What follows belongs to an exercise in optimizing a design on an open flow for small area and a short achievable clock period; a production flow would make more cautious choices.
At most, simulation tests tie the RTL to the original design; equivalence was not proved.
No functional check of the RTL was part of run 2.
Power and IR drop assume default switching activity.

`design/flow/design.v`:
```
`default_nettype none
module fifo_queue #(
    parameter int FIFO_DATA_WIDTH = 16,
    parameter int FIFO_DEPTH = 128
)(
    input wire clk,
    input wire clk_en,
    input wire sync_rst,
    input wire wr_en,
    input wire [FIFO_DATA_WIDTH-1:0] data_in,
    input wire rd_en,
    output reg [FIFO_DATA_WIDTH-1:0] data_out,
    output reg full,
    output reg empty
);
localparam int PTR_WIDTH = $clog2(FIFO_DEPTH);
reg [PTR_WIDTH:0] wr_ptr, rd_ptr;
wire empty_msb_cmp = wr_ptr[PTR_WIDTH] ^ rd_ptr[PTR_WIDTH];
wire low_empty_chk = wr_ptr[PTR_WIDTH-1:0] == rd_ptr[PTR_WIDTH-1:0];
wire full_chk = low_empty_chk && empty_msb_cmp;
wire empty_chk = low_empty_chk && !empty_msb_cmp;
wire wr_ptr_update = sync_rst || (clk_en & wr_en & !full_chk);
wire [PTR_WIDTH:0] wr_ptr_next = sync_rst ? 0 : wr_ptr + 1;
always_ff @(posedge clk) begin : update_wr_ptr
    if (wr_ptr_update) wr_ptr <= wr_ptr_next;
end
logic [FIFO_DEPTH-1:0] wr_dec;
always_comb begin : decode
    wr_dec = 0;
    wr_dec[wr_ptr[PTR_WIDTH-1:0]] = 1'b1;
end
wire [FIFO_DATA_WIDTH-1:0] fifo_read [FIFO_DEPTH];
genvar fifo_idx;
generate
    for (fifo_idx = 0; fifo_idx < FIFO_DEPTH; fifo_idx = fifo_idx + 1) begin : gen_queue
        reg [FIFO_DATA_WIDTH-1:0] fifo_entry;
        wire [FIFO_DATA_WIDTH-1:0] fifo_entry_data = sync_rst ? 0 : data_in;
        wire write_trigger = sync_rst || (clk_en & wr_dec[fifo_idx] & wr_en & !full_chk);
        always_ff @(posedge clk) begin : update_entries
            if (write_trigger) fifo_entry <= fifo_entry_data;
        end
        assign fifo_read[fifo_idx] = fifo_entry;
    end
endgenerate
wire rd_ptr_update = sync_rst || (clk_en & rd_en & !empty_chk);
wire [PTR_WIDTH:0] rd_ptr_next = sync_rst ? 0 : rd_ptr + 1;
always_ff @(posedge clk) begin : read_fifo
    if (rd_ptr_update) begin
        data_out <= fifo_read[rd_ptr[PTR_WIDTH-1:0]];
        rd_ptr <= rd_ptr_next;
    end
end
assign full = full_chk;
assign empty = empty_chk;
endmodule
`default_nettype wire
```
`design/flow/run.sh`:
```
#!/bin/bash
# synth_recipe.tcl (not shown) runs the flow's synth.tcl, then flattens the netlist and writes it again
# the make line also repeats each setting of config.mk as NAME=value (left out here)
make -C /OpenROAD-flow-scripts/flow DESIGN_CONFIG=/design/flow/config.mk WORK_HOME=/design/flow/orfs CLKGATE_MAP_FILE= SYNTH_SCRIPT=/design/flow/synth_recipe.tcl finish
```
`design/flow/config.mk`:
```
export PLATFORM = sky130hd
export DESIGN_NAME = fifo_queue
export DESIGN_NICKNAME = fifo_queue
export VERILOG_FILES = /design/flow/design.v
export SDC_FILE = /design/flow/constraint.sdc
export NUM_CORES = 4
export LEC_CHECK = 0
export CAP_MARGIN = 40
export CORE_MARGIN = 2
export CORE_UTILIZATION = 35
export SLEW_MARGIN = 30
```
`design/flow/constraint.sdc`:
```
create_clock -name core_clock -period 6.5 [get_ports {clk}]
set_input_delay 1.3000 -clock core_clock [delete_from_list [all_inputs] [get_ports {clk}]]
set_output_delay 1.3000 -clock core_clock [all_outputs]
set_load 0.01 [all_outputs]
```
==> summary.md, run 1 <==
| Metric | Value |
|---|---|
| Sequential-to-total area share from yosys stat | 80.4% |
| Cell Pwr Density | 335 nW/um^2 |
| Leak | 32.8 nW |
| Worst hold start | gen_queue[0].fifo_entry[14]$_DFFE_PP_ |
| Top post-synthesis cells by count | 2080 x edfxtp_1, 651 x a22oi_1, 198 x clkbuf_1, 150 x nand2_1, 149 x nor2_1 |
| GRT overflow | 0 |
| Total internal power | 23.3 mW |
| Synth Net Count | 4413 |
| Reg2reg setup slack | 1.27 ns |
| Largest stage delay on the critical path | 0.89 ns |
| Vias after detailed routing | 59637 |
| Die Ht | 475 um |
| Ports | 39 |
| Peak VDD IR | 0.304 mV |
| Setup crit end kind | register |
| Worst Hold Class | register to register |
| Largest net degree at the start of global routing | 129 |
| DRT antenna net count | 0 |
| Hold path depth | 1 |
| Most numerous cell on the critical path | buf_4 |
| Max clock buf depth | 3 |
| Die Area | 226000 sq um |
| CP cell instances | buf_4 > buf_4 > nand2b_1 > nor2_2 > buf_4 > a22oi_1 > nand4_1 > nor4_4 > buf_4 > nand4_1 > a2111o_1 |
| Clock Skews | 0.110 ns |
| Port Buffers | 38 |
| Vias in the first global route | 50674 |
| Length of the first detailed-routing pass in iterations | 7 |
| Routability Congestion | 1.10 |
| End point of the worst hold path | data_out[14]$_DFFE_PP_ |
| Async SR Flop Fraction | 0% |
| DR DRC count | 0 |
| Clock Power Share | 40.3% |
| Critical Path Fanout Max | 15 |
| Post-synth EDFFs | 2080 |
| Seq pwr share | 51.1% |
| Drt wl/cell | 59.3 um |
| FF-to-FF End | data_out[2]$_DFFE_PP_ |
| Least-Margin Pin Slew | 1.24 ns |
| Nets | 4901 |
| Area delta synth->final | 20.9% |
| Fmax achieved | 191 MHz |
| Cell Rows | 172 |
| Top layer in use | met5 |
| H-tree depth | 4 |
| Die width | 475 um |
| Cell accounting for the most synthesized area | edfxtp_1 |
| Ratio of cells with drive above 1 in the final layout | 20.9% |
| Cell Area, Synth | 77700 sq um |
| Synth cell types | 69 |
| Setup CP Type | register to register |
| Initial antenna violation count | 99 |
| TritonCTS clock tree | done |
| Net Sw Power | 8.18 mW |
| Tcrit/Tclk final | 80.5% |
| Post-CTS Repair Setup Buffers | 0 |
| Final-report hold violation count | 0 |
| Syn avg cell area | 17.7 sq um |
| Core Area | 220000 sq um |
| Primary FF master, synth | edfxtp_1 |
| TNS Setup | 0 ns |
| Max_slew headroom | 17.1% |
| Switching share of total power | 26.0% |
| Hold-fix buffers at CTS | 0 |
| Synthesized flop and latch total | 2080 |
| First-pass GRT wire length | 590 mm |
| Mapped Cells | 4384 |
| Initial Utilization | 35.3% |
| Unrepaired setup endpoints after global routing | no |
| Final min period | 5.23 ns |
| Top cells by area, synth | edfxtp_1 80%, a22oi_1 6.3%, a22o_1 1.6% |
| Final Setup Violations | 0 |
| Avg Vias per Cell | 7.36 |
| CTS sink count | 2080 |
| Status | complete, no violations |
| Worst setup SP type | register |
| Wire length on met3 | 90.7 mm |
| Routed met1 length | 156 mm |
| Max-capacitance violation count | 0 |
| Post-synth top area share | 80.4% |
| Reg2reg start | rd_ptr[6]$_SDFFCE_PP0P_ |
| Most frequent cell after synthesis | edfxtp_1 |
| Crit-path slowest cell | nor4_4 |
| Yosys warns | 3 |
| 1st-iter DRT viols | 15555 |
| Total power draw | 31.5 mW |
| Clock latency on the worst-skew pair | 0.93 ns |
| Worst-path clk slew | 0.07 ns |
| Fin. max-slew vios | 0 |
| CTS root buf | clkbuf_16 |
| CP arrival | 5.91 ns |
| Post-CTS sizing | 0 |
| Required @ worst endpoint | 7.17 ns |
| Reg2Reg Depth | 11 |
| Global Route Usage Sum | 41.8% |
| Wirelength, routed | 480 mm |
| Detailed-placement wirelength estimate | 313 mm |
| Routed wl met2 | 185 mm |
| CTS Buf Count | 213 |
| Combinational power share | 8.6% |
cell usage in the layout (no fill, tap or decap), types with 22 or more instances in the layout:
| cell type | instances |
|---|---|
| a22o_1 | 145 |
| a22oi_1 | 651 |
| a21oi_1 | 29 |
| diode_2 | 89 |
| nand3_1 | 63 |
| buf_12 | 41 |
| a21o_1 | 36 |
| edfxtp_1 | 2080 |
| clkinv_1 | 52 |
| nor2_2 | 74 |
| clkinv_2 | 39 |
| clkbuf_1 | 41 |
| clkbuf_16 | 215 |
| nor3_1 | 42 |
| a221oi_1 | 121 |
| nand4_1 | 124 |
| buf_16 | 24 |
| buf_4 | 377 |
| bufinv_16 | 24 |
| and3_1 | 55 |
| or4_1 | 27 |
| nor4_1 | 37 |
| nor2_1 | 56 |
| o21bai_4 | 22 |
| nand2_1 | 150 |
| clkdlybuf4s50_1 | 37 |
metrics by stage:
stage	instances	cell area (sq um)	utilization [%]	hold slack [ns]	setup WS, ns
after CTS	8003	93600	42.5	0.537	1.64
after detailed placement	7603	86500	39.3	0.527	1.59
after floorplan	4384	77700	-	0.504	0.853
final	8104	94000	42.7	0.545	1.27
after global routing	8023	93800	42.6	0.542	1.48
after global placement	7534	85100	38.7	0.516	0.463
worst max path at each step:
stage	from	endpoint	slack (ns)	depth (start not counted)
detailed placement	rd_ptr[6]$_SDFFCE_PP0P_	data_out[2]$_DFFE_PP_	1.59	11
global route	rd_ptr[0]$_SDFFCE_PP0P_	data_out[15]$_DFFE_PP_	1.48	9
CTS	rd_ptr[6]$_SDFFCE_PP0P_	data_out[2]$_DFFE_PP_	1.64	11
finish	rd_ptr[6]$_SDFFCE_PP0P_	data_out[2]$_DFFE_PP_	1.27	11
global placement	rd_ptr[0]$_SDFFCE_PP0P_	data_out[0]$_DFFE_PP_	0.46	10
floorplan	sync_rst	gen_queue[0].fifo_entry[0]$_DFFE_PP_	0.85	3
worst max-delay path: cells and delay by family (launching register included):
family                 cells  cell delay (ns)
AOI/OAI and AO/OA          2             0.66
buffers and inverters      4             1.09
DFF                        1             0.63
and+or+nand+nor            5             2.62
logic make-up (layout without fill, tap and decap cells):
logic type	count (synthesis)	after routing	synth area share (%)
AO/OA/AOI/OAI	1192	1192	12.0
XOR/XNOR	17	17	0.192
adder cells (fa/ha/maj)	8	8	0.129
buffers and inverters	257	930	1.37
flip-flops	2080	2080	80.4
multiplexers	23	23	0.304
other	0	89	0
AND/OR/NAND/NOR	807	807	5.61
registers in the layout, summed over array words and instances, names as in the netlist:
signal,cells
gen_queue.fifo_entry,2048
wr_ptr,8
rd_ptr,8
data_out,16
power by group through the flow:
| stage | sequential [mW] | combinational [mW] | clock, mW |
|---|---|---|---|
| floorplan | 16.2 | 0.800 | 0 |
| global placement | 16.4 | 2.36 | 0 |
| detailed placement | 16.4 | 2.45 | 0 |
| CTS | 16.1 | 2.45 | 12.6 |
| global route | 16.2 | 2.53 | 13.1 |
| finish | 16.1 | 2.70 | 12.7 |
final cells by class:
cell class / instances / area (sq um)
Multi-Input combinational cell: 2047 / 15500
Sequential cell: 2080 / 62500
Tap cell: 2958 / 3700
Antenna cell: 89 / 223
Fill cell: 19345 / 126000
Clock buffer: 256 / 5530
Inverter: 14 / 52.6
Clock inverter: 144 / 1550
Timing Repair Buffer: 516 / 5020
routing by layer:
| layer | GRT usage, % | up-vias |
|---|---|---|
| met5 | 0.426 | - |
| met4 | 33.2 | 70 |
| met3 | 25.3 | 2100 |
| met2 | 54.5 | 7746 |
| met1 | 48.9 | 30178 |
| li1 | - | 19543 |
==> run 2: changes to the inputs <==
==> design/flow/design.v (replaced) <==
`default_nettype none
module fifo_queue #(
    parameter int FIFO_DATA_WIDTH = 16,
    parameter int FIFO_DEPTH = 128
)(
    input wire clk,
    input wire clk_en,
    input wire sync_rst,
    input wire wr_en,
    input wire [FIFO_DATA_WIDTH-1:0] data_in,
    input wire rd_en,
    output reg [FIFO_DATA_WIDTH-1:0] data_out,
    output reg full,
    output reg empty
);
localparam int PTR_WIDTH = $clog2(FIFO_DEPTH);
reg [PTR_WIDTH-1:0] head_idx;
wire shift = clk_en & wr_en & ~full;
wire wr_acc = shift & ~sync_rst;
wire rd_take = clk_en & rd_en & ~empty;
wire rd_acc = rd_take & ~sync_rst;
reg [FIFO_DATA_WIDTH-1:0] mem [FIFO_DEPTH];
always_ff @(posedge clk) begin : update_storage
    if (shift) begin
        mem[0] <= data_in;
        for (int i = 1; i < FIFO_DEPTH; i++) mem[i] <= mem[i-1];
    end
end
always_ff @(posedge clk) begin : read_head
    if (rd_take) data_out <= mem[head_idx];
end
wire head_is_0 = head_idx == 0;
wire head_is_top2 = head_idx == PTR_WIDTH'(FIFO_DEPTH - 2);
always_ff @(posedge clk) begin : update_count
    if (sync_rst) begin
        head_idx <= PTR_WIDTH'(FIFO_DEPTH - 1);
        empty <= 1'b1;
        full <= 1'b0;
    end else if (wr_acc & ~rd_acc) begin
        head_idx <= head_idx + 1'b1;
        empty <= 1'b0;
        full <= head_is_top2;
    end else if (rd_acc & ~wr_acc) begin
        head_idx <= head_idx - 1'b1;
        empty <= head_is_0;
        full <= 1'b0;
    end
end
endmodule
`default_nettype wire
==> summary.md, run 2 <==
| Metric | Value |
|---|---|
| Nets | 4390 (-10%) |
| Vias after detailed routing | 53000 (-11%) |
| Post-CTS sizing | 0 (unchanged) |
| Hold path depth | 0 (-1) |
| Setup CP Type | register to register |
| Worst-path clk slew | 0.07 ns (about the same) |
| Fin. max-slew vios | 0 (unchanged) |
| Most numerous cell on the critical path | buf_4 |
| Drt wl/cell | 47.4 um (-20%) |
| Combinational power share | 2.5% (-6.1 points) |
| Ports | 39 (unchanged) |
| Reg2reg setup slack | 1.82 ns (+0.55 ns) |
| Worst Hold Class | register to register |
| Place WS | 1.99 ns (+0.408 ns) |
| Final hold slack | 0.394 ns (-0.151 ns) |
| Hold-fix buffers at CTS | 0 (unchanged) |
| Yosys warns | 2 (-1) |
| Seq pwr share | 55.6% (+4.5 points) |
| Unrepaired setup endpoints after global routing | no |
| FF-to-FF End | data_out[12]$_DFFE_PP_ |
| Total power draw | 28.2 mW (-10%) |
| Mapped Cells | 4099 (-6.5%) |
| Final min period | 4.68 ns (-0.552 ns) |
| Avg Vias per Cell | 7.12 (-3.3%) |
| H-tree depth | 4 (unchanged) |
| Total internal power | 21.9 mW (-6.3%) |
| Most frequent cell after synthesis | edfxtp_1 |
| Max_slew headroom | 29.9% (+13 points) |
| Clock Power Share | 42.0% (+1.7 points) |
| Peak VDD IR | 0.262 mV (-14%) |
| Commonest cells after routing, fill and taps aside | 2064 x edfxtp_1, 574 x a22oi_1, 204 x clkbuf_16 |
| PnR worst setup slack | 1.82 ns (+0.552 ns) |
| Tcrit/Tclk final | 72.0% (-8.5 points) |
| Worst setup SP type | register |
| CP cell instances | buf_4 > nand4bb_1 > nor2_4 > buf_4 > nor3_1 > nand4_1 > nor4_4 > buf_4 > buf_4 > nand3_1 > nand4_1 |
| Crit-path slowest cell | dfxtp_4 |
| Vias in the first global route | 46523 (-8.2%) |
| Global Route Usage Sum | 30.8% (-11 points) |
| Cell accounting for the most synthesized area | edfxtp_1 |
| Die Ht | 470 um (-1.2%) |
| Post-synth EDFFs | 2064 (-0.77%) |
| 1st-iter DRT viols | 14837 (-4.6%) |
| Max reg flops | 2048 (unchanged) |
| Ratio of cells with drive above 1 in the final layout | 14.9% (-6.0 points) |
| TNS Setup | 0 ns (unchanged) |
| Core Area | 215000 sq um (-2.3%) |
| Largest net degree at the start of global routing | 148 (+15%) |
| CP bufs+invs | 4 (unchanged) |
| Reg2reg start | head_idx[2]$_SDFFE_PP1P_ |
| Length of the first detailed-routing pass in iterations | 7 (unchanged) |
| Initial Utilization | 35.3% (about the same) |
| Leak | 28.3 nW (-14%) |
| Routability Congestion | 1.02 (-7.1%) |
| Sequential-to-total area share from yosys stat | 81.9% (+1.6 points) |
| Port Buffers | 38 (unchanged) |
| Synthesized flop and latch total | 2073 (-0.34%) |
| Primary FF master, synth | edfxtp_1 |
| Largest stage delay on the critical path | 0.81 ns (-0.08 ns) |
| End point of the worst hold path | mem[37][8]$_DFFE_PP_ |
| Max clock buf depth | 3 (unchanged) |
| Final-report hold violation count | 0 (unchanged) |
| DRT antenna net count | 0 (unchanged) |
| TritonCTS clock tree | done |
| Clock latency on the worst-skew pair | 0.89 ns (-0.04 ns) |
| Async SR Flop Fraction | 0% (unchanged) |
| Critical Path Fanout Max | 27 (+12) |
| Fmax achieved | 214 MHz (+12%) |
| Top post-synthesis cells by count | 2064 x edfxtp_1, 574 x a22oi_1, 152 x a221oi_1, 138 x nand4_1, 137 x a22o_1 |
| Cell Rows | 170 (-1.2%) |
| Required @ worst endpoint | 7.09 ns (-0.08 ns) |
| Area delta synth->final | 17.0% |
| Worst hold start | mem[36][8]$_DFFE_PP_ |
| Net Sw Power | 6.35 mW (-22%) |
| Post-synth top area share | 81.7% (+1.3 points) |
| Status | complete, no violations |
| Die width | 470 um (-1.2%) |
| CTS Buf Count | 203 (-4.7%) |
| Cell Pwr Density | 318 nW/um^2 (-5.2%) |
| CTS root buf | clkbuf_16 |
| CP arrival | 5.27 ns (-0.64 ns) |
| Top Registers | mem x2048, data_out x16, head_idx x7 |
| Final Setup Violations | 0 (unchanged) |
| First-pass GRT wire length | 449 mm (-24%) |
| Least-Margin Pin Slew | 1.05 ns (-0.194 ns) |
| Max-capacitance violation count | 0 (unchanged) |
| GRT overflow | 0 (unchanged) |
| Detailed-placement wirelength estimate | 229 mm (-27%) |
| Wirelength, routed | 353 mm (-27%) |
| Synth Net Count | 4126 (-6.5%) |
| Initial antenna violation count | 52 (-47%) |
| Commonest non-fill, non-tap cell in the layout | edfxtp_1 |
| Clock Skews | 0.0661 ns (-0.0440 ns) |
| Synth cell types | 76 (+10%) |
| Fillers | 18874 (-2.4%) |
| Setup crit end kind | register |
| Reg2Reg Depth | 11 (unchanged) |
| Switching share of total power | 22.5% (-3.4 points) |
| Biggest register | mem |
| DR DRC count | 0 (unchanged) |
| Top cells by area, synth | edfxtp_1 82%, a22oi_1 5.7%, a221oi_1 1.8% |
| CTS sink count | 2073 (-0.34%) |
| Critical path's top delay family | simple AND/OR/NAND/NOR gates |
| Cell Area, Synth | 75900 sq um (-2.4%) |
| Syn avg cell area | 18.5 sq um (+4.4%) |
| Die Area | 221000 sq um (-2.4%) |
| Post-CTS Repair Setup Buffers | 0 (unchanged) |
## run 2: changes by cell type after synthesis, moves of 22 or more
cell / change
a21o_1: -68
a221oi_1: +30
a22oi_1: -77
and3_1: -35
buf_2: +22
clkbuf_1: -75
mux2i_1: +35
nor2b_1: -25
o21bai_1: -43
o2bb2ai_1: +25
## run 2: final cells by class
cell class	instances	area, sq um	share of cell area [%]
sequential	2073	62200	70.0
multi-input combinational	1821	13600	15.4
inverter	7	26.3	0.0296
clock buffer	246	5260	5.93
clock inverter	129	1290	1.46
antenna	75	188	0.211
tap	2838	3550	4.00
timing repair buffer	257	2640	2.97
## run 2: per-layer routing
metal  vias up  global-route usage, %  wire length (um)
met4        31                   20.3             30000
met2      6875                   41.3            140000
li1      18052                      -                 -
met5         -                   1.17               301
met1     26278                   39.0            115000
met3      1764                   14.9             67400
## run 2: how the worst max path moves through the flow
stage	start	endpoint	slack, ns	cells after the start
floorplan	clk_en	mem[0][0]$_DFFE_PP_	-25.45	2
global placement	head_idx[0]$_SDFFE_PP1P_	data_out[14]$_DFFE_PP_	1.99	10
detailed placement	head_idx[1]$_SDFFE_PP1P_	data_out[14]$_DFFE_PP_	1.99	12
CTS	head_idx[1]$_SDFFE_PP1P_	data_out[14]$_DFFE_PP_	1.94	12
global route	head_idx[2]$_SDFFE_PP1P_	data_out[12]$_DFFE_PP_	2.03	11
finish	head_idx[2]$_SDFFE_PP1P_	data_out[12]$_DFFE_PP_	1.82	11
## run 2: cell families (layout without fill, tap and decap cells)
kind of cell / Yosys count / after routing / share of synthesized area, %
simple gates: 736 / 736 / 5.29
flops: 2073 / 2073 / 81.9
mux: 62 / 62 / 0.833
fa+ha+maj: 6 / 6 / 0.0989
compound gates: 1010 / 1010 / 10.5
xor+xnor: 7 / 7 / 0.0808
other cells: 0 / 75 / 0
buf+inv: 205 / 639 / 1.27
## run 2: metrics by stage
step | util, % | area (sq um) | std cells
after floorplan | - | 75900 | 4099
after global placement | 37.9 | 81500 | 6974
after detailed placement | 38.1 | 81900 | 6991
after CTS | 41.1 | 88500 | 7366
after global routing | 41.2 | 88600 | 7374
final | 41.3 | 88800 | 7446
## run 2: worst register-to-register path: cells and delay by family, from the launching register on
family	cells	cell delay, ns
AND/OR/NAND/NOR	7	2.02
flip-flops	1	0.81
buffers and inverters	4	1.54
## run 2: power by group through the flow
stage | registers, mW | logic, mW | clock network, mW
floorplan | 16.3 | 0.347 | 0
global placement | 15.9 | 0.642 | 0
detailed placement | 15.9 | 0.652 | 0
CTS | 15.7 | 0.652 | 11.8
global route | 15.7 | 0.697 | 12.3
finish | 15.7 | 0.694 | 11.8
==> run 3: changes to the inputs <==
--- a/design/flow/design.v
+++ b/design/flow/design.v
@@ -14,6 +14,8 @@
     output reg empty
 );
-localparam int PTR_WIDTH = $clog2(FIFO_DEPTH);
-reg [PTR_WIDTH-1:0] head_idx;
+localparam int LO = 8;
+localparam int HI = FIFO_DEPTH / LO;
+reg [LO-1:0] head_lo;
+reg [HI-1:0] head_hi;
 wire shift = clk_en & wr_en & ~full;
 wire wr_acc = shift & ~sync_rst;
@@ -27,20 +29,33 @@
     end
 end
+logic [FIFO_DATA_WIDTH-1:0] head_data;
+always_comb begin : read_mux
+    logic [FIFO_DATA_WIDTH-1:0] grp;
+    head_data = '0;
+    for (int h = 0; h < HI; h++) begin
+        grp = '0;
+        for (int l = 0; l < LO; l++) grp = grp | ({FIFO_DATA_WIDTH{head_lo[l]}} & mem[h*LO+l]);
+        head_data = head_data | ({FIFO_DATA_WIDTH{head_hi[h]}} & grp);
+    end
+end
 always_ff @(posedge clk) begin : read_head
-    if (rd_take) data_out <= mem[head_idx];
+    if (rd_take) data_out <= head_data;
 end
-wire head_is_0 = head_idx == 0;
-wire head_is_top2 = head_idx == PTR_WIDTH'(FIFO_DEPTH - 2);
+wire head_is_0 = head_lo[0] & head_hi[0];
+wire head_is_top2 = head_lo[LO-2] & head_hi[HI-1];
 always_ff @(posedge clk) begin : update_count
     if (sync_rst) begin
-        head_idx <= PTR_WIDTH'(FIFO_DEPTH - 1);
+        head_lo <= LO'(1) << (LO - 1);
+        head_hi <= HI'(1) << (HI - 1);
         empty <= 1'b1;
         full <= 1'b0;
     end else if (wr_acc & ~rd_acc) begin
-        head_idx <= head_idx + 1'b1;
+        head_lo <= {head_lo[LO-2:0], head_lo[LO-1]};
+        if (head_lo[LO-1]) head_hi <= {head_hi[HI-2:0], head_hi[HI-1]};
         empty <= 1'b0;
         full <= head_is_top2;
     end else if (rd_acc & ~wr_acc) begin
-        head_idx <= head_idx - 1'b1;
+        head_lo <= {head_lo[0], head_lo[LO-1:1]};
+        if (head_lo[0]) head_hi <= {head_hi[0], head_hi[HI-1:1]};
         empty <= head_is_0;
         full <= 1'b0;
--- a/design/flow/config.mk
+++ b/design/flow/config.mk
@@ -8,4 +8,5 @@
 export CAP_MARGIN = 40
 export CORE_MARGIN = 2
-export CORE_UTILIZATION = 35
+export CORE_UTILIZATION = 55
+export SETUP_SLACK_MARGIN = 3.7
 export SLEW_MARGIN = 30
==> summary.md, run 3 <==
| Metric | Value |
|---|---|
| Status | complete, no violations |
| Max reg flops | 2048 (unchanged) |
| Ratio of cells with drive above 1 in the final layout | 10.8% (-4.1 points) |
| DR DRC count | 0 (unchanged) |
| Post-synth top area share | 82.4% (+0.71 points) |
| 1st-iter DRT viols | 5885 (-60%) |
| Final Setup Violations | 0 (unchanged) |
| CP cell instances | buf_6 |
| Top Registers | mem x2048, data_out x16, head_hi x16 |
| Max_slew headroom | 37.5% (+7.7 points) |
| Primary FF master, synth | edfxtp_1 |
| Biggest register | mem |
| Largest stage delay on the critical path | 0.59 ns (-0.22 ns) |
| Ports | 39 (unchanged) |
| First-pass GRT wire length | 267 mm (-40%) |
| Commonest cells after routing, fill and taps aside | 2064 x edfxtp_1, 1014 x a22oi_1, 212 x clkbuf_16 |
| Max-capacitance violation count | 0 (unchanged) |
| Required @ worst endpoint | 5.20 ns (-1.89 ns) |
| Synth cell types | 28 (-63%) |
| Core Area | 136000 sq um (-37%) |
| Critical Path Fanout Max | 1 (-96%) |
| Cell Rows | 135 (-21%) |
| TNS Setup | 0 ns (unchanged) |
| CP arrival | 1.62 ns (-3.65 ns) |
| Leak | 25.6 nW (-9.7%) |
| DRT antenna net count | 0 (unchanged) |
| CTS Buf Count | 203 (unchanged) |
| Drt wl/cell | 31.2 um (-34%) |
| Syn avg cell area | 19.7 sq um (+6.3%) |
| Die width | 374 um (-20%) |
| Synth Net Count | 3843 (-6.9%) |
| Wirelength, routed | 182 mm (-48%) |
| Most frequent cell after synthesis | edfxtp_1 |
| Avg Vias per Cell | 6.98 (-2.0%) |
| Peak VDD IR | 0.231 mV (-12%) |
| Final-report hold violation count | 0 (unchanged) |
| Top post-synthesis cells by count | 2064 x edfxtp_1, 1014 x a22oi_1, 192 x a41oi_1, 101 x buf_2, 85 x clkbuf_1 |
| Nets | 3929 (-11%) |
| Global Route Usage Sum | 25.5% (-5.3 points) |
| Crit-path slowest cell | edfxtp_1 |
| Yosys warns | 2 (unchanged) |
| H-tree depth | 4 (unchanged) |
| Vias in the first global route | 40918 (-12%) |
| Setup crit end kind | output port |
| Async SR Flop Fraction | 0% (unchanged) |
| Clock Skews | 0.0209 ns (-0.0453 ns) |
| CP bufs+invs | 1 (-3) |
| TritonCTS clock tree | done |
| Max clock buf depth | 3 (unchanged) |
| Setup CP Type | register to output port |
| Worst setup SP type | register |
| Length of the first detailed-routing pass in iterations | 6 (-1) |
| Unrepaired setup endpoints after global routing | yes |
| Fillers | 9306 (-51%) |
| Cell accounting for the most synthesized area | edfxtp_1 |
| Routability Congestion | 0.808 (-21%) |
| Commonest non-fill, non-tap cell in the layout | edfxtp_1 |
| Top cells by area, synth | edfxtp_1 82%, a22oi_1 10%, a41oi_1 2.2% |
| Worst-path clk slew | 0.06 ns (about the same) |
| Final min period | 2.92 ns (-1.76 ns) |
| Mapped Cells | 3821 (-6.8%) |
| GRT overflow | 0 (unchanged) |
| Cell Pwr Density | 328 nW/um^2 (+3.2%) |
| Detailed-placement wirelength estimate | 93.2 mm (-59%) |
| Vias after detailed routing | 40831 (-23%) |
| CTS root buf | clkbuf_16 |
| Initial antenna violation count | 7 (-87%) |
| Initial Utilization | 55.5% (+20 points) |
| CTS sink count | 2090 (+0.82%) |
| Largest net degree at the start of global routing | 176 (+19%) |
| Clock latency on the worst-skew pair | 0.83 ns (-0.06 ns) |
| Fmax achieved | 343 MHz (+60%) |
| Area delta synth->final | 11.7% |
| Tcrit/Tclk final | 44.9% (-27 points) |
| Hold-fix buffers at CTS | 0 (unchanged) |
| Fin. max-slew vios | 0 (unchanged) |
| Register area | 62500 sq um (+0.59%) |
| # diodes | 0 (-100%) |
| Post-Route Utilization | 62.0% (+21 points) |
| Post-synth EDFFs | 2064 (unchanged) |
| Combined area of the multi-input logic cells | 11200 sq um (-18%) |
| Port Buffers | 38 (unchanged) |
| Cell Area, Synth | 75200 sq um (-0.86%) |
| Critical path's top delay family | flip-flops |
| Die Ht | 374 um (-20%) |
| Least-Margin Pin Slew | 0.937 ns (-0.113 ns) |
| Synthesized flop and latch total | 2090 (+0.82%) |
| Worst Hold Class | register to register |
| Sequential-to-total area share from yosys stat | 83.1% (+1.2 points) |
| Die Area | 140000 sq um (-37%) |
run 3: worst paths after layout:
check / start / to / slack, ns / cells after the start
hold reg to reg: mem[84][11]$_DFFE_PP_ / mem[85][11]$_DFFE_PP_ / 0.44 / 0
hold / removal: mem[84][11]$_DFFE_PP_ / mem[85][11]$_DFFE_PP_ / 0.44 / 0
setup / recovery: data_out[11]$_DFFE_PP_ / data_out[11] / 3.58 / 1
setup reg to reg: head_lo[1]$_SDFFE_PP0P_ / data_out[12]$_DFFE_PP_ / 3.72 / 5
run 3: cell type report:
type,count,share of cell area (%)
clock inverters,105,0.947
clock buffers,265,6.54
inverters,12,0.0581
flip-flops and latches,2090,74.4
well taps,1781,2.65
repair buffers,143,2.02
multi-input cells,1457,13.4
run 3: cells by family after synthesis:
family / count (synthesis) / share of synthesized area, %
AOI/OAI and AO/OA: 1309 / 13.5
muxes: 22 / 0.293
DFF: 2090 / 83.1
and+or+nand+nor: 124 / 0.900
adders and majority gates: 1 / 0.0166
buffers and inverters: 275 / 2.17
run 3: report_power, final:
part / switching, mW / internal (mW) / total [mW] / leakage [nW]
combinational: 0.502 / 0.173 / 0.675 / 2.92
sequential: 0.302 / 15.4 / 15.7 / 19.6
clock: 4.88 / 6.35 / 11.2 / 3.09
run 3: layer usage:
metal / vias up / GRT usage (%) / part of all wire (%)
met3: 317 / 5.04 / 9.9
met4: 2 / 8.01 / 2.6
met2: 2472 / 37.4 / 45
li1: 16761 / - / -
met5: - / 0 / 0.0071
met1: 21279 / 39.0 / 42
run 3: what timing repair did:
item                                    CTS  global route
setup buffers                             2             2
cloned                                    1             2
gates resized for setup                  94            35
pin swaps                                 1             4
endpoints found under the setup margin   50            52
run 3: stage by stage:
| step | cell area (sq um) | setup slack (ns) | hold WS, ns | power (mW) | instances |
|---|---|---|---|---|---|
| final | 84000 | 3.58 | 0.439 | 27.6 | 5853 |
| after global routing | 84000 | 3.50 | 0.444 | 28.4 | 5853 |
| after CTS | 83900 | 3.53 | 0.436 | 27.8 | 5849 |
| after detailed placement | 77500 | 1.83 | 0.433 | 16.6 | 5476 |
| after global placement | 77300 | 1.61 | 0.429 | 16.5 | 5466 |
| after floorplan | 75200 | -25.45 | 0.427 | 16.8 | 3821 |
==> run 4: changes to the inputs <==
--- a/design/flow/config.mk
+++ b/design/flow/config.mk
@@ -8,5 +8,7 @@
 export CAP_MARGIN = 40
 export CORE_MARGIN = 2
-export CORE_UTILIZATION = 55
+export CORE_UTILIZATION = 70
+export CTS_CLUSTER_DIAMETER = 100
+export CTS_CLUSTER_SIZE = 30
 export SETUP_SLACK_MARGIN = 3.7
 export SLEW_MARGIN = 30
==> summary.md, run 4 <==
| Metric | Value |
|---|---|
| Status | complete, no violations |
| CTS sink count | 2090 (unchanged) |
| Cell Pwr Density | 281 nW/um^2 (-14%) |
| Critical path's top delay family | buffers and inverters |
| Top post-synthesis cells by count | 2064 x edfxtp_1, 1014 x a22oi_1, 192 x a41oi_1, 101 x buf_2, 85 x clkbuf_1 |
| Critical Path Fanout Max | 26 (+25) |
| Avg Vias per Cell | 7.65 (+9.7%) |
| Top cells by area, synth | edfxtp_1 82%, a22oi_1 10%, a41oi_1 2.2% |
| Yosys warns | 2 (unchanged) |
| Cell Rows | 120 (-11%) |
| Clock Skews | 0.0258 ns (+0.00494 ns) |
| Synth Area in Adders | 0.0166% (unchanged) |
| Peak VDD IR | 0.197 mV (-15%) |
| Ports | 39 (unchanged) |
| Drt wl/cell | 33.1 um (+6.3%) |
| Unrepaired setup endpoints after global routing | yes |
| Area delta synth->final | 5.56% |
| Routability Congestion | 0.823 (+1.8%) |
| Total power draw | 22.3 mW (-19%) |
| Biggest register | mem |
| Length of the first detailed-routing pass in iterations | 5 (-1) |
| GRT overflow | 0 (unchanged) |
| Core Area | 107000 sq um (-21%) |
| Commonest non-fill, non-tap cell in the layout | edfxtp_1 |
| Commonest cells after routing, fill and taps aside | 2064 x edfxtp_1, 1014 x a22oi_1, 192 x a41oi_1 |
| Reg2reg setup slack | 3.70 ns (-0.02 ns) |
| Vias after detailed routing | 39764 (-2.6%) |
| Synth Area in XOR/XNOR | 0% (unchanged) |
| Cell Area, Synth | 75200 sq um (unchanged) |
| CP arrival | 3.42 ns (+1.80 ns) |
| DR DRC count | 0 (unchanged) |
| Max_slew headroom | 34.7% (-2.9 points) |
| Synth cell types | 28 (unchanged) |
| Max-capacitance violation count | 0 (unchanged) |
| Post-synth top area share | 82.4% (unchanged) |
| Worst setup SP type | primary input |
| Mapped Cells | 3821 (unchanged) |
| Max reg flops | 2048 (unchanged) |
| Final min period | 2.82 ns (-0.102 ns) |
| Leak | 23.5 nW (-8.1%) |
| Proportion of synthesized area in mux cells | 0.293% (unchanged) |
| Ratio of cells with drive above 1 in the final layout | 5.79% (-5.0 points) |
| H-tree depth | 3 (-1) |
| Cell accounting for the most synthesized area | edfxtp_1 |
| Largest net degree at the start of global routing | 210 (+19%) |
| Top Registers | mem x2048, data_out x16, head_hi x16 |
| Crit-path slowest cell | clkdlybuf4s15_1 |
| Simple-gate area share of the yosys netlist | 0.900% (unchanged) |
| Largest stage delay on the critical path | 0.46 ns (-0.13 ns) |
| First-pass GRT wire length | 250 mm (-6.3%) |
| Initial antenna violation count | 5 (-2) |
| Largest family of logic cells by synthesized area | compound AO/OA/AOI/OAI gates |
| Clock latency on the worst-skew pair | 0.70 ns (-0.13 ns) |
| Die Ht | 332 um (-11%) |
| CP bufs+invs | 3 (+2) |
| TritonCTS clock tree | done |
| Tcrit/Tclk final | 43.3% (-1.6 points) |
| Wirelength, routed | 172 mm (-5.6%) |
| Die Area | 110000 sq um (-21%) |
| Fmax achieved | 355 MHz (+3.6%) |
| Setup crit end kind | register |
| Synthesized flop and latch total | 2090 (unchanged) |
| Least-Margin Pin Slew | 0.980 ns (+0.0431 ns) |
| 1st-iter DRT viols | 6365 (+8.2%) |
| Final-report hold violation count | 0 (unchanged) |
| Final Setup Violations | 0 (unchanged) |
| Async SR Flop Fraction | 0% (unchanged) |
| Synth Net Count | 3843 (unchanged) |
| Detailed-placement wirelength estimate | 86.4 mm (-7.3%) |
| Setup CP Type | primary input to register |
| Syn avg cell area | 19.7 sq um (unchanged) |
| CP cell instances | clkdlybuf4s15_1 > nor3_2 > ha_4 > buf_8 > nand2_2 > a21oi_4 > buf_12 > nor2_1 > a211o_1 |
| Nets | 3798 (-3.3%) |
| Most frequent cell after synthesis | edfxtp_1 |
| CTS root buf | clkbuf_16 |
| TNS Setup | 0 ns (unchanged) |
| Initial Utilization | 70.5% (+15 points) |
| Global Route Usage Sum | 30.2% (+4.7 points) |
| Required @ worst endpoint | 7.10 ns (+1.90 ns) |
| Port Buffers | 38 (unchanged) |
| DRT antenna net count | 0 (unchanged) |
| Worst-path clk slew | 0.11 ns (+0.05 ns) |
| Vias in the first global route | 39086 (-4.5%) |
| Post-synth EDFFs | 2064 (unchanged) |
| Area fraction in compound gates after synthesis | 13.5% (unchanged) |
| Sequential-to-total area share from yosys stat | 83.1% (unchanged) |
| Fin. max-slew vios | 0 (unchanged) |
| Primary FF master, synth | edfxtp_1 |
| Worst Hold Class | register to register |
| Max clock buf depth | 3 (unchanged) |
| Die width | 332 um (-11%) |
| CTS Buf Count | 79 (-61%) |
[run 4: what timing repair did]
action                                   CTS  global route
buffers inserted                           5             5
gates resized for setup                   53            18
gates cloned                               1             5
hold buffers                               0             0
pin swaps                                  3             0
endpoints found under the setup margin  1951           243
[run 4: final timing paths]
path,from,endpoint,depth (start not counted)
max,sync_rst,head_hi[15]$_SDFFE_PP1P_,9
min,mem[77][9]$_DFFE_PP_,mem[78][9]$_DFFE_PP_,0
max reg2reg,head_lo[3]$_SDFFE_PP0P_,data_out[5]$_DFFE_PP_,6
min reg2reg,mem[77][9]$_DFFE_PP_,mem[78][9]$_DFFE_PP_,0
[run 4: metrics by stage]
stage	utilization [%]	instance area, sq um	hold WS [ns]	std cells	setup WS, ns
floorplan	-	75200	0.427	3821	-25.45
global placement	71.9	76700	0.430	5073	1.83
detailed placement	72.0	76800	0.433	5078	2.31
CTS	74.0	79000	0.451	5174	3.63
global route	74.4	79400	0.460	5188	3.57
finish	74.4	79400	0.445	5195	3.68
[run 4: routing by layer]
layer  track usage (%)  routed length (um)
met1              45.5               67100
met2              46.8               81700
met3              5.03               17800
met4              9.02                5570
met5                 0                   0
[run 4: layout make-up]
type / count / area (sq um)
clock inverter: 1 / 11.3
sequential: 2090 / 62500
antenna: 7 / 17.5
tap: 1403 / 1760
clock buffer: 89 / 2060
fill: 5884 / 27300
inverter: 12 / 45.0
multi-input combinational: 1457 / 11200
timing repair buffer: 136 / 1780
[run 4: logic make-up after synthesis]
family | count (synthesis)
compound gates | 1309
fa+ha+maj | 1
mux | 22
simple gates | 124
buf+inv | 275
flops | 2090
[run 4: report_power, final]
group          internal (mW)  leakage, nW  switching, mW  total (mW)
combinational          0.177         2.91          0.491       0.668
clock                   2.28         1.01           3.72        6.00
sequential              15.3         19.6          0.307        15.6
[run 4: worst reg2reg max path: stages (launching register included)]
cell	delay, ns
dfxtp_4	0.57
buf_12	0.41
a22oi_1	0.39
a41oi_1	0.14
a2111oi_0	0.51
clkdlybuf4s25_1	0.41
nand4_1	0.10
==> run 5: changes to the inputs <==
==> design/flow/design.v (replaced) <==
`default_nettype none
module fifo_queue #(
    parameter int FIFO_DATA_WIDTH = 16,
    parameter int FIFO_DEPTH = 128
)(
    input wire clk,
    input wire clk_en,
    input wire sync_rst,
    input wire wr_en,
    input wire [FIFO_DATA_WIDTH-1:0] data_in,
    input wire rd_en,
    output reg [FIFO_DATA_WIDTH-1:0] data_out,
    output reg full,
    output reg empty
);
localparam int CHAIN = FIFO_DEPTH + 1;
localparam int LO = 8;
localparam int HI = (CHAIN + LO - 1) / LO;
wire wr_acc = clk_en & wr_en & ~full & ~sync_rst;
wire rd_acc = clk_en & rd_en & ~empty & ~sync_rst;
wire rd_take = clk_en & rd_en & ~empty;
reg pending;
reg [FIFO_DATA_WIDTH-1:0] stage;
reg [FIFO_DATA_WIDTH-1:0] mem [FIFO_DEPTH];
always_ff @(posedge clk) begin : update_stage
    pending <= wr_acc;
    if (wr_acc) stage <= data_in;
end
always_ff @(posedge clk) begin : update_storage
    if (pending) begin
        mem[0] <= stage;
        for (int i = 1; i < FIFO_DEPTH; i++) mem[i] <= mem[i-1];
    end
end
reg [LO-1:0] head_lo;
reg [HI-1:0] head_hi;
logic [FIFO_DATA_WIDTH-1:0] head_data;
always_comb begin : read_mux
    logic [FIFO_DATA_WIDTH-1:0] grp;
    logic [FIFO_DATA_WIDTH-1:0] ent;
    head_data = '0;
    for (int l = 0; l < LO; l++) begin
        grp = '0;
        for (int h = 0; h < HI; h++) begin
            if (h * LO + l < CHAIN) begin
                ent = (h * LO + l == 0) ? stage : mem[h * LO + l - 1];
                grp = grp | ({FIFO_DATA_WIDTH{head_hi[h]}} & ent);
            end
        end
        head_data = head_data | ({FIFO_DATA_WIDTH{head_lo[l]}} & grp);
    end
end
reg [FIFO_DATA_WIDTH-1:0] out_hold_n;
always_ff @(posedge clk) begin : read_head
    if (rd_take) out_hold_n <= ~head_data;
    data_out <= rd_take ? head_data : ~out_hold_n;
end
wire [LO-1:0] lo_inc = {head_lo[LO-2:0], head_lo[LO-1]};
wire [LO-1:0] lo_dec = {head_lo[0], head_lo[LO-1:1]};
wire [HI-1:0] hi_inc = head_lo[LO-1] ? {head_hi[HI-2:0], head_hi[HI-1]} : head_hi;
wire [HI-1:0] hi_dec = head_lo[0] ? {head_hi[0], head_hi[HI-1:1]} : head_hi;
wire idx_0 = head_lo[0] & head_hi[0];
wire idx_1 = head_lo[1] & head_hi[0];
wire idx_126 = head_lo[6] & head_hi[15];
wire idx_127 = head_lo[7] & head_hi[15];
wire count_is_1 = pending ? idx_0 : idx_1;
wire count_is_127 = pending ? idx_126 : idx_127;
always_ff @(posedge clk) begin : update_index
    if (sync_rst) begin
        head_lo <= LO'(1);
        head_hi <= HI'(1);
    end else if (pending & ~rd_acc) begin
        head_lo <= lo_inc;
        head_hi <= hi_inc;
    end else if (~pending & rd_acc) begin
        head_lo <= lo_dec;
        head_hi <= hi_dec;
    end
end
always_ff @(posedge clk) begin : update_flags
    if (sync_rst) begin
        empty <= 1'b1;
        full <= 1'b0;
    end else if (wr_acc & ~rd_acc) begin
        empty <= 1'b0;
        full <= count_is_127;
    end else if (rd_acc & ~wr_acc) begin
        empty <= count_is_1;
        full <= 1'b0;
    end
end
endmodule
`default_nettype wire
--- a/design/flow/config.mk
+++ b/design/flow/config.mk
@@ -9,6 +9,6 @@
 export CORE_MARGIN = 2
 export CORE_UTILIZATION = 70
-export CTS_CLUSTER_DIAMETER = 100
-export CTS_CLUSTER_SIZE = 30
-export SETUP_SLACK_MARGIN = 3.7
+export CTS_CLUSTER_DIAMETER = 80
+export CTS_CLUSTER_SIZE = 25
+export SETUP_SLACK_MARGIN = 4.0
 export SLEW_MARGIN = 30
==> summary.md, run 5 <==
| Metric | Value |
|---|---|
| Initial Utilization | 70.3% (-0.20 points) |
| 1st-iter DRT viols | 8063 (+27%) |
| Top post-synthesis cells by count | 2080 x edfxtp_1, 414 x a22o_1, 393 x a221oi_1, 230 x a22oi_1, 124 x buf_2 |
| Die Area | 111000 sq um (+1.2%) |
| DR DRC count | 0 (unchanged) |
| Post-Layout Cell Count | 5341 (+2.8%) |
| Primary FF master, synth | edfxtp_1 |
| Async SR Flop Fraction | 0% (unchanged) |
| Syn avg cell area | 20.0 sq um (+1.4%) |
| Cell Pwr Density | 290 nW/um^2 (+3.3%) |
| Post-synth EDFFs | 2080 (+0.78%) |
| Tcrit/Tclk final | 39.9% (-3.4 points) |
| Cell accounting for the most synthesized area | edfxtp_1 |
| First-pass GRT wire length | 277 mm (+11%) |
| Fin. max-slew vios | 0 (unchanged) |
| Net Sw Power | 5.28 mW (+17%) |
| CTS root buf | clkbuf_16 |
| Switching share of total power | 22.0% (+1.7 points) |
| Most frequent cell after synthesis | edfxtp_1 |
| Peak VDD IR | 0.245 mV (+25%) |
| Clock latency on the worst-skew pair | 0.72 ns (+0.02 ns) |
| Max clock buf depth | 3 (unchanged) |
| Critical Path Fanout Max | 8 (-69%) |
| Largest net degree at the start of global routing | 208 (-0.95%) |
| Routability Congestion | 0.870 (+5.7%) |
| Combinational power share | 6.7% (+3.7 points) |
| Mapped Cells | 3814 (-0.18%) |
| Synthesized flop and latch total | 2124 (+1.6%) |
| Worst-path clk slew | 0.10 ns (about the same) |
| Commonest cells after routing, fill and taps aside | 2080 x edfxtp_1, 414 x a22o_1, 375 x a221oi_1 |
| Top Registers | mem x2048, head_hi x17 |
| Synth Net Count | 3837 (-0.16%) |
| Fmax achieved | 385 MHz (+8.5%) |
| Synth cell types | 39 (+39%) |
| GRT overflow | 0 (unchanged) |
| Max reg flops | 2048 (unchanged) |
| Max_slew headroom | 39.1% (+4.4 points) |
| Global Route Usage Sum | 35.0% (+4.8 points) |
| Reg2reg setup slack | 3.97 ns (+0.27 ns) |
| Avg Vias per Cell | 7.83 (+2.3%) |
| Commonest non-fill, non-tap cell in the layout | edfxtp_1 |
| Clock Skews | 0.0247 ns (-0.00113 ns) |
| Worst Hold Class | register to register |
| DRT antenna net count | 0 (unchanged) |
| Critical path origin | sync_rst |
| Port Buffers | 38 (unchanged) |
| Cell Rows | 121 (+0.83%) |
| Max-capacitance violation count | 0 (unchanged) |
| Nets | 3871 (+1.9%) |
| DP Area | 77900 sq um (+1.4%) |
| Sequential-to-total area share from yosys stat | 83.2% (about the same) |
| Reg2Reg Depth | 9 (+3) |
| Initial antenna violation count | 5 (unchanged) |
| CP arrival | 3.21 ns (-0.21 ns) |
| Post-synth top area share | 82.0% (-0.39 points) |
| Placed cells | 5069 (-0.18%) |
| Setup CP Type | primary input to register |
| Wirelength, routed | 202 mm (+17%) |
| Required @ worst endpoint | 7.11 ns (about the same) |
| Final min period | 2.60 ns (-0.221 ns) |
| Reg2reg start | pending$_DFF_P_ |
| Unrepaired setup endpoints after global routing | yes |
| Status | complete, no violations |
| Biggest register | mem |
| Die Ht | 334 um (+0.62%) |
| Final Setup Violations | 0 (unchanged) |
| Core Area | 108000 sq um (+1.5%) |
| CTS Buf Count | 94 (+19%) |
| Final hold slack | 0.428 ns (-0.0171 ns) |
| Finished layout cell area | 82800 sq um (+4.3%) |
| Least-Margin Pin Slew | 0.914 ns (-0.0660 ns) |
| Length of the first detailed-routing pass in iterations | 7 (+2) |
| Yosys warns | 2 (unchanged) |
| Vias after detailed routing | 41838 (+5.2%) |
| TritonCTS clock tree | done |
| Die width | 334 um (+0.62%) |
| Ports | 39 (unchanged) |
| Area delta synth->final | 8.69% |
| Vias in the first global route | 40005 (+2.4%) |
| Leak | 25.4 nW (+8.2%) |
| FF-to-FF End | head_hi[1]$_SDFFE_PP0P_ |
| Worst setup SP type | primary input |
| Setup crit end kind | register |
| Clock Power Share | 28.4% (+1.5 points) |
| CTS sink count | 2124 (+1.6%) |
| End point of the worst hold path | data_out[14]$_DFF_P_ |
| Ratio of cells with drive above 1 in the final layout | 9.59% (+3.8 points) |
| Hold path depth | 1 (+1) |
| Drt wl/cell | 37.9 um (+14%) |
| Total power draw | 24.0 mW (+7.7%) |
| Seq pwr share | 64.9% (-5.2 points) |
| H-tree depth | 3 (unchanged) |
| Final-report hold violation count | 0 (unchanged) |
| Total internal power | 18.7 mW (+5.4%) |
| TNS Setup | 0 ns (unchanged) |
| Cell Area, Synth | 76200 sq um (+1.3%) |
| Top cells by area, synth | edfxtp_1 82%, a22o_1 4.8%, a221oi_1 4.5% |
| Worst hold start | out_hold_n[14]$_DFFE_PP_ |
| Detailed-placement wirelength estimate | 106 mm (+22%) |
## run 5: cell types whose count changed after synthesis, sizes merged, moves of 10 or more
cell / change
dfxtp: +18
clkbuf: -12
nand4: +42
a2111oi: -64
a221oi: +405
a41oi: -192
o21a: +10
buf: +12
a22o: +414
a222oi: +23
nand3: +47
a22oi: -794
edfxtp: +16
o21ai: +28
## run 5: power by group through the flow
stage | Clock, mW | Sequential, mW | Combinational, mW
finish | 6.83 | 15.6 | 1.62
detailed placement | 0 | 15.9 | 1.27
global route | 7.28 | 15.6 | 1.67
global placement | 0 | 16.0 | 1.19
CTS | 6.86 | 15.6 | 1.48
floorplan | 0 | 16.1 | 0.782
## run 5: worst max-delay path by stage
stage / endpoint / depth (start not counted)
3_3_place_gp: head_hi[0]$_SDFFE_PP1P_ / 10
4_1_cts: data_out[2] / 1
5_1_grt: head_hi[1]$_SDFFE_PP0P_ / 10
3_5_place_dp: head_hi[0]$_SDFFE_PP1P_ / 10
2_1_floorplan: head_hi[12]$_SDFFE_PP0P_ / 6
6_report: head_hi[1]$_SDFFE_PP0P_ / 10
## run 5: what timing repair did
item | CTS | global route
pin swaps | 9 | 19
hold buffers | 0 | 0
endpoints found under the hold margin | 0 | 0
cloned | 17 | 4
buffers inserted | 42 | 32
gates resized for setup | 183 | 41
endpoints found under the setup margin | 966 | 438
## run 5: final cells by class
cell class	instances	area, sq um
tap	1414	1770
inverter	3	13.8
clock buffer	170	2700
sequential	2124	63400
antenna	5	12.5
fill	5861	25600
timing repair buffer	200	3160
multi-input combinational	1425	11700
## run 5: layer usage
layer / vias up / wire (um) / global-route usage [%]
met5: - / 22 / 0
met4: 4 / 8280 / 13.5
met3: 513 / 28000 / 7.75
met2: 3490 / 93800 / 53.4
met1: 21258 / 72100 / 50.6
li1: 16573 / - / -
## run 5: per-stage QoR
| step | util [%] | setup WS, ns |
|---|---|---|
| floorplan | - | -10.07 |
| global placement | 71.6 | 2.21 |
| detailed placement | 71.9 | 2.12 |
| CTS | 75.7 | 3.96 |
| global route | 76.4 | 3.88 |
| finish | 76.4 | 3.90 |
## run 5: critical path, stage by stage
cell and delay (ns):
buf_8 0.10, buf_12 0.12, or3_4 0.39, ha_4 0.19
buf_12 0.12, buf_12 0.12, nand2_1 0.24, a21oi_4 0.17
buf_12 0.18, a211oi_2 0.27
## run 5: kinds of logic (layout without fill, tap and decap cells)
logic type | after synthesis | count (layout) | synth area share, %
simple gates | 247 | 247 | 1.92
other cells | 0 | 5 | 0
mux | 31 | 31 | 0.407
buf+inv | 266 | 373 | 1.82
flops | 2124 | 2124 | 83.2
compound gates | 1144 | 1145 | 12.7
fa+ha+maj | 2 | 2 | 0.0328
==> run 6: changes to the inputs <==
--- a/design/flow/design.v
+++ b/design/flow/design.v
@@ -17,13 +17,12 @@
 localparam int LO = 8;
 localparam int HI = (CHAIN + LO - 1) / LO;
-wire wr_acc = clk_en & wr_en & ~full & ~sync_rst;
-wire rd_acc = clk_en & rd_en & ~empty & ~sync_rst;
-wire rd_take = clk_en & rd_en & ~empty;
+wire wr_go = clk_en & wr_en & ~full;
+wire rd_go = clk_en & rd_en & ~empty;
 reg pending;
 reg [FIFO_DATA_WIDTH-1:0] stage;
 reg [FIFO_DATA_WIDTH-1:0] mem [FIFO_DEPTH];
 always_ff @(posedge clk) begin : update_stage
-    pending <= wr_acc;
-    if (wr_acc) stage <= data_in;
+    pending <= wr_go & ~sync_rst;
+    if (wr_go) stage <= data_in;
 end
 always_ff @(posedge clk) begin : update_storage
@@ -53,6 +52,6 @@
 reg [FIFO_DATA_WIDTH-1:0] out_hold_n;
 always_ff @(posedge clk) begin : read_head
-    if (rd_take) out_hold_n <= ~head_data;
-    data_out <= rd_take ? head_data : ~out_hold_n;
+    if (rd_go) out_hold_n <= ~head_data;
+    data_out <= rd_go ? head_data : ~out_hold_n;
 end
 wire [LO-1:0] lo_inc = {head_lo[LO-2:0], head_lo[LO-1]};
@@ -66,14 +65,15 @@
 wire count_is_1 = pending ? idx_0 : idx_1;
 wire count_is_127 = pending ? idx_126 : idx_127;
+wire [LO-1:0] lo_if_rd = pending ? head_lo : lo_dec;
+wire [LO-1:0] lo_if_nrd = pending ? lo_inc : head_lo;
+wire [HI-1:0] hi_if_rd = pending ? head_hi : hi_dec;
+wire [HI-1:0] hi_if_nrd = pending ? hi_inc : head_hi;
 always_ff @(posedge clk) begin : update_index
     if (sync_rst) begin
         head_lo <= LO'(1);
         head_hi <= HI'(1);
-    end else if (pending & ~rd_acc) begin
-        head_lo <= lo_inc;
-        head_hi <= hi_inc;
-    end else if (~pending & rd_acc) begin
-        head_lo <= lo_dec;
-        head_hi <= hi_dec;
+    end else begin
+        head_lo <= rd_go ? lo_if_rd : lo_if_nrd;
+        head_hi <= rd_go ? hi_if_rd : hi_if_nrd;
     end
 end
@@ -82,10 +82,7 @@
         empty <= 1'b1;
         full <= 1'b0;
-    end else if (wr_acc & ~rd_acc) begin
-        empty <= 1'b0;
-        full <= count_is_127;
-    end else if (rd_acc & ~wr_acc) begin
-        empty <= count_is_1;
-        full <= 1'b0;
+    end else begin
+        empty <= ~wr_go & (empty | (rd_go & count_is_1));
+        full <= ~rd_go & (full | (wr_go & count_is_127));
     end
 end
==> summary.md, run 6 <==
| Metric | Value |
|---|---|
| Wirelength, routed | 199 mm (-1.6%) |
| Setup crit end kind | register |
| DRT antenna net count | 0 (unchanged) |
| Hold-fix buffers at CTS | 0 (unchanged) |
| Avg Vias per Cell | 7.90 (+0.89%) |
| Finished layout cell area | 81900 sq um (-1.1%) |
| Unrepaired setup endpoints after global routing | yes |
| Fillers | 5776 (-1.5%) |
| Final min period | 2.72 ns (+0.122 ns) |
| Die Area | 111000 sq um (-0.33%) |
| Cell Pwr Density | 286 nW/um^2 (-1.4%) |
| Total power draw | 23.4 mW (-2.5%) |
| CTS sink count | 2124 (unchanged) |
| Drt wl/cell | 37.6 um (-0.75%) |
| Top cells by area, synth | edfxtp_1 82%, a22o_1 4.9%, a221oi_1 4.8% |
| Register area | 63500 sq um (about the same) |
| Die Ht | 333 um (-0.16%) |
| CTS root buf | clkbuf_16 |
| Primary FF master, synth | edfxtp_1 |
| Worst Hold Class | register to register |
| CTS Buf Count | 94 (unchanged) |
| Worst-path clk slew | 0.10 ns (about the same) |
| Largest net degree at the start of global routing | 207 (-0.48%) |
| Combined area of the multi-input logic cells | 11500 sq um (-1.8%) |
| Leak | 25.0 nW (-1.7%) |
| Clock Skews | 0.0238 ns (-0.000866 ns) |
| Least-Margin Pin Slew | 0.998 ns (+0.0839 ns) |
| Cell Rows | 120 (-0.83%) |
| H-tree depth | 3 (unchanged) |
| Ports | 39 (unchanged) |
| Routability Congestion | 0.878 (+0.97%) |
| Synth Net Count | 3845 (+0.21%) |
| Tcrit/Tclk final | 41.8% (+1.9 points) |
| Max reg flops | 2048 (unchanged) |
| Cell accounting for the most synthesized area | edfxtp_1 |
| Peak VDD IR | 0.243 mV (-0.96%) |
| Top post-synthesis cells by count | 2080 x edfxtp_1, 427 x a22o_1, 413 x a221oi_1, 212 x a22oi_1, 121 x buf_2 |
| Synthesized flop and latch total | 2124 (unchanged) |
| Top Registers | mem x2048, head_hi x17 |
| Length of the first detailed-routing pass in iterations | 6 (-1) |
| Commonest cells after routing, fill and taps aside | 2080 x edfxtp_1, 426 x a22o_1, 391 x a221oi_1 |
| Cell Area, Synth | 75900 sq um (-0.33%) |
| Port Buffers | 38 (unchanged) |
| TNS Setup | 0 ns (unchanged) |
| Max-capacitance violation count | 0 (unchanged) |
| DP Area | 77700 sq um (-0.29%) |
| Post-synth EDFFs | 2080 (unchanged) |
| Clock latency on the worst-skew pair | 0.72 ns (about the same) |
| Final-report hold violation count | 0 (unchanged) |
| 1st-iter DRT viols | 8057 (-0.074%) |
| Final Setup Violations | 0 (unchanged) |
| Commonest non-fill, non-tap cell in the layout | edfxtp_1 |
| Synth cell types | 40 (+2.6%) |
| Biggest register | mem |
| Global Route Usage Sum | 34.5% (-0.45 points) |
| TritonCTS clock tree | done |
| First-pass GRT wire length | 274 mm (-0.84%) |
| Critical Path Fanout Max | 184 (+176) |
| Detailed-placement wirelength estimate | 105 mm (-0.47%) |
| Max_slew headroom | 33.5% (-5.6 points) |
| Most frequent cell after synthesis | edfxtp_1 |
| Final hold slack | 0.411 ns (-0.0169 ns) |
| Fmax achieved | 368 MHz (-4.5%) |
| Area delta synth->final | 7.88% |
| Nets | 3837 (-0.88%) |
| Initial antenna violation count | 5 (unchanged) |
| Vias after detailed routing | 41856 (+0.043%) |
| Fin. max-slew vios | 0 (unchanged) |
| Worst setup SP type | register |
| Setup CP Type | register to register |
| Required @ worst endpoint | 6.84 ns (-0.27 ns) |
| Async SR Flop Fraction | 0% (unchanged) |
| Syn avg cell area | 19.9 sq um (-0.59%) |
| Core Area | 107000 sq um (-0.96%) |
| Status | complete, no violations |
| GRT overflow | 0 (unchanged) |
| Post-synth top area share | 82.3% (+0.27 points) |
| Ratio of cells with drive above 1 in the final layout | 8.28% (-1.3 points) |
| CP arrival | 3.06 ns (-0.15 ns) |
| Max clock buf depth | 3 (unchanged) |
| Vias in the first global route | 39669 (-0.84%) |
| Sequential-to-total area share from yosys stat | 83.4% (+0.28 points) |
| Mapped Cells | 3824 (+0.26%) |
| Initial Utilization | 70.7% (+0.45 points) |
| Yosys warns | 2 (unchanged) |
| Die width | 333 um (-0.16%) |
| DR DRC count | 0 (unchanged) |
## run 6: changes by cell type after synthesis, sizes merged, moves of 11 or more
| cell | previous run | this run |
|---|---|---|
| mux2i | 31 | 6 |
| a22o | 414 | 427 |
| a211oi | 18 | 0 |
| nand2 | 5 | 46 |
| a221oi | 405 | 417 |
| a311oi | 0 | 16 |
| a22oi | 230 | 212 |
| clkbuf | 73 | 90 |
| buf | 190 | 179 |
## run 6: path summary, 6_finish.rpt
path	startpoint	slack, ns	end	cells past startpoint
max	pending$_DFF_P_	3.78	mem[10][0]$_DFFE_PP_	2
min	out_hold_n[13]$_DFFE_PP_	0.41	data_out[13]$_DFF_P_	1
max reg2reg	pending$_DFF_P_	3.78	mem[10][0]$_DFFE_PP_	2
min reg2reg	out_hold_n[13]$_DFFE_PP_	0.41	data_out[13]$_DFF_P_	1
## run 6: area by class of cell
cell class              instances  area share, %
flip-flops and latches       2124           77.5
clock inverters                 1         0.0107
diodes                          6         0.0183
inverters                       2         0.0183
clock buffers                 166           3.23
well taps                    1403           2.14
multi-input cells            1429           14.0
repair buffers                165           3.08
## run 6: critical path, stage by stage (launching register included)
cell     delay [ns]
dfxtp_4        0.69
buf_16         0.65
buf_16         0.63
## run 6: cells by family (layout without fill, tap and decap cells)
group / after synthesis / after routing / synth area share [%]
compound gates: 1148 / 1148 / 12.8
other cells: 0 / 6 / 0
simple gates: 273 / 273 / 1.99
flops: 2124 / 2124 / 83.4
buf+inv: 271 / 334 / 1.69
mux: 8 / 8 / 0.109
## run 6: stage by stage
stage,instances,util [%],worst slack (ns)
finish,5296,76.3,3.78
CTS,5252,75.7,3.81
global placement,5048,72.1,2.23
floorplan,3824,-,-9.49
detailed placement,5059,72.4,2.32
global route,5290,76.3,3.75
## run 6: power by group
| part | internal, mW | switching [mW] | total, mW |
|---|---|---|---|
| clock network | 2.79 | 3.96 | 6.74 |
| logic | 0.378 | 0.723 | 1.10 |
| registers | 15.3 | 0.255 | 15.6 |
## run 6: what timing repair did
item | CTS | global route
setup buffers | 19 | 30
hold endpoints to repair | 0 | 0
cloned | 7 | 7
gates resized for setup | 178 | 38
pin swaps | 1 | 8
endpoints found under the setup margin | 1234 | 818
## run 6: routing by layer
layer | track usage (%) | vias up | wire length [um]
met5 | 0 | - | 15
met4 | 13.0 | 2 | 8040
met3 | 7.30 | 539 | 27300
met2 | 52.5 | 3608 | 92800
met1 | 50.6 | 21195 | 70800
li1 | - | 16512 | -
==> run 7: changes to the inputs <==
==> design/flow/flow/run.sh (new file) <==
#!/bin/bash
set -euo pipefail
# synthesis exactly as the standard flow runs it
bash standard.sh synth > synth.log 2>&1
export BUFFER_PORTS_ARGS="-buffer_cell sky130_fd_sc_hd__buf_4"
export CTS_ARGS="-sink_clustering_enable -repair_clock_nets -sink_clustering_size 25 -sink_clustering_max_diameter 80 -dont_use_dummy_load"
bash standard.sh finish > layout.log 2>&1
==> design/flow/standard.sh (new file) <==
#!/bin/bash
# synth_recipe.tcl (not shown) runs the flow's synth.tcl, then flattens the netlist and writes it again
# the make line also repeats each setting of config.mk as NAME=value (left out here)
make -C /OpenROAD-flow-scripts/flow DESIGN_CONFIG=/design/flow/config.mk WORK_HOME=/design/flow/orfs CLKGATE_MAP_FILE= SYNTH_SCRIPT=/design/flow/synth_recipe.tcl "${@:-finish}"
removed: design/flow/run.sh
==> summary.md, run 7 <==
| Metric | Value |
|---|---|
| Top post-synthesis cells by count | 2080 x edfxtp_1, 427 x a22o_1, 413 x a221oi_1, 212 x a22oi_1, 121 x buf_2 |
| CTS Buf Count | 94 (unchanged) |
| TritonCTS clock tree | done |
| Avg Vias per Cell | 7.98 (+0.93%) |
| Routed wl met2 | 92.3 mm (-0.49%) |
| CTS root buf | clkbuf_16 |
| TNS Setup | 0 ns (unchanged) |
| Cell Pwr Density | 283 nW/um^2 (-0.92%) |
| Final hold slack | 0.416 ns (+0.00504 ns) |
| Setup CP Type | primary input to register |
| Initial Utilization | 70.7% (unchanged) |
| Fin. max-slew vios | 0 (unchanged) |
| CP arrival | 3.13 ns (+0.07 ns) |
| Port Buffers | 38 (unchanged) |
| Status | complete, no violations |
| Critical Path Fanout Max | 40 (-78%) |
| Initial antenna violation count | 2 (-3) |
| Hold path depth | 1 (unchanged) |
| Area delta synth->final | 7.41% |
| Least-Margin Pin Slew | 0.829 ns (-0.169 ns) |
| Reg2reg start | head_hi[7]$_SDFFE_PP0P_ |
| Length of the first detailed-routing pass in iterations | 7 (+1) |
| Post-synth EDFFs | 2080 (unchanged) |
| Nets | 3818 (-0.50%) |
| Worst Hold Class | register to register |
| Post-synth top area share | 82.3% (unchanged) |
| Commonest non-fill, non-tap cell in the layout | edfxtp_1 |
| Clock latency on the worst-skew pair | 0.72 ns (about the same) |
| Peak VDD IR | 0.242 mV (-0.58%) |
| Max_slew headroom | 44.8% (+11 points) |
| First-pass GRT wire length | 275 mm (about the same) |
| Combinational power share | 4.8% (about the same) |
| Die Ht | 333 um (unchanged) |
| Finished layout cell area | 81500 sq um (-0.43%) |
| Ratio of cells with drive above 1 in the final layout | 8.83% (+0.54 points) |
| Cell accounting for the most synthesized area | edfxtp_1 |
| H-tree depth | 3 (unchanged) |
| Clock Skews | 0.0287 ns (+0.00493 ns) |
| Vias after detailed routing | 41489 (-0.88%) |
| Seq pwr share | 67.4% (+0.9 points) |
| Largest net degree at the start of global routing | 201 (-2.9%) |
| Reg2reg setup slack | 4.00 ns (+0.22 ns) |
| Cell Rows | 120 (unchanged) |
| Net Sw Power | 4.82 mW (-2.3%) |
| Top cells by area, synth | edfxtp_1 82%, a22o_1 4.9%, a221oi_1 4.8% |
| Wirelength, routed | 200 mm (+0.28%) |
| Die Area | 111000 sq um (unchanged) |
| Setup crit end kind | register |
| Commonest cells after routing, fill and taps aside | 2080 x edfxtp_1, 426 x a22o_1, 379 x a221oi_1 |
| Async SR Flop Fraction | 0% (unchanged) |
| Sequential-to-total area share from yosys stat | 83.4% (unchanged) |
| Worst-path clk slew | 0.10 ns (about the same) |
| CTS sink count | 2124 (unchanged) |
| Synth Net Count | 3845 (unchanged) |
| Yosys warns | 2 (unchanged) |
| GRT overflow | 0 (unchanged) |
| Final-report hold violation count | 0 (unchanged) |
| Total internal power | 18.3 mW (-1.1%) |
| DRT antenna net count | 0 (unchanged) |
| Syn avg cell area | 19.9 sq um (unchanged) |
| Fillers | 5803 (+0.47%) |
| Die width | 333 um (unchanged) |
| Clock Power Share | 27.8% (-1.0 points) |
| Tcrit/Tclk final | 38.9% (-2.9 points) |
| Critical path origin | clk_en |
| Routed met1 length | 70.6 mm (-0.30%) |
| Final Setup Violations | 0 (unchanged) |
| Detailed-placement wirelength estimate | 105 mm (about the same) |
| Fmax achieved | 396 MHz (+7.6%) |
| Global Route Usage Sum | 34.7% (+0.19 points) |
| Required @ worst endpoint | 7.11 ns (+0.27 ns) |
-- run 7: cell count changes in the layout (fill, tap and decap cells not counted), sizes merged --
cell	change
buf	-3
bufbuf	+4
clkbuf	-72
clkdlybuf4s50	-20
diode	-3
inv	-1
-- run 7: path summary, 6_finish.rpt --
| check | endpoint |
|---|---|
| setup reg to reg | out_hold_n[14]$_DFFE_PP_ |
| setup / recovery | head_hi[4]$_SDFFE_PP0P_ |
| hold reg to reg | data_out[13]$_DFF_P_ |
| hold / removal | data_out[13]$_DFF_P_ |
-- run 7: power groups by stage --
stage	Clock [mW]	Combinational [mW]	Sequential [mW]
finish	6.42	1.10	15.6
floorplan	0	0.514	16.1
global route	6.89	1.15	15.6
global placement	0	0.875	15.9
detailed placement	0	0.921	15.9
CTS	6.47	1.02	15.6
-- run 7: per-stage QoR --
| stage | util, % | std cells | setup slack (ns) | power, mW |
|---|---|---|---|---|
| 3_5_place_dp | 72.2 | 5050 | 2.81 | 16.8 |
| 4_1_cts | 75.4 | 5172 | 3.96 | 23.1 |
| 5_1_grt | 75.9 | 5198 | 3.95 | 23.6 |
| 2_1_floorplan | - | 3824 | -9.49 | 16.6 |
| 3_3_place_gp | 72.0 | 5041 | 2.60 | 16.8 |
| 6_report | 76.0 | 5201 | 3.97 | 23.1 |
-- run 7: what timing repair did --
item                                    in CTS  in global routing
hold buffers                                 0                  0
endpoints found under the hold margin        0                  0
endpoints found under the setup margin    1553                713
buffers inserted                            17                 19
pin swaps                                    1                  4
resized for setup                           92                 46
gates cloned                                11                  7
-- run 7: metal layers --
metal / vias to the layer above / track usage, %
met5: - / 0
met4: 2 / 14.4
met3: 509 / 7.31
met2: 3540 / 52.7
met1: 21032 / 50.3
li1: 16406 / -
-- run 7: kinds of logic after synthesis --
logic type | Yosys count | share of synthesized area, %
AOI/OAI and AO/OA | 1148 | 12.8
buffers and inverters | 271 | 1.69
DFF | 2124 | 83.4
muxes | 8 | 0.109
and+or+nand+nor | 273 | 1.99
-- run 7: worst max-delay path, delay by kind of cell --
family          cells  cell delay [ns]
simple gates        2             0.30
compound gates      1             0.35
buf+inv             4             1.14
-- run 7: layout make-up --
type	count	share of cell area (%)
Multi-Input combinational cell	1429	14.2
Antenna cell	3	0.00921
Tap cell	1403	2.15
Timing Repair Buffer	146	2.94
Inverter	2	0.0123
Sequential cell	2124	77.8
Clock buffer	94	2.88
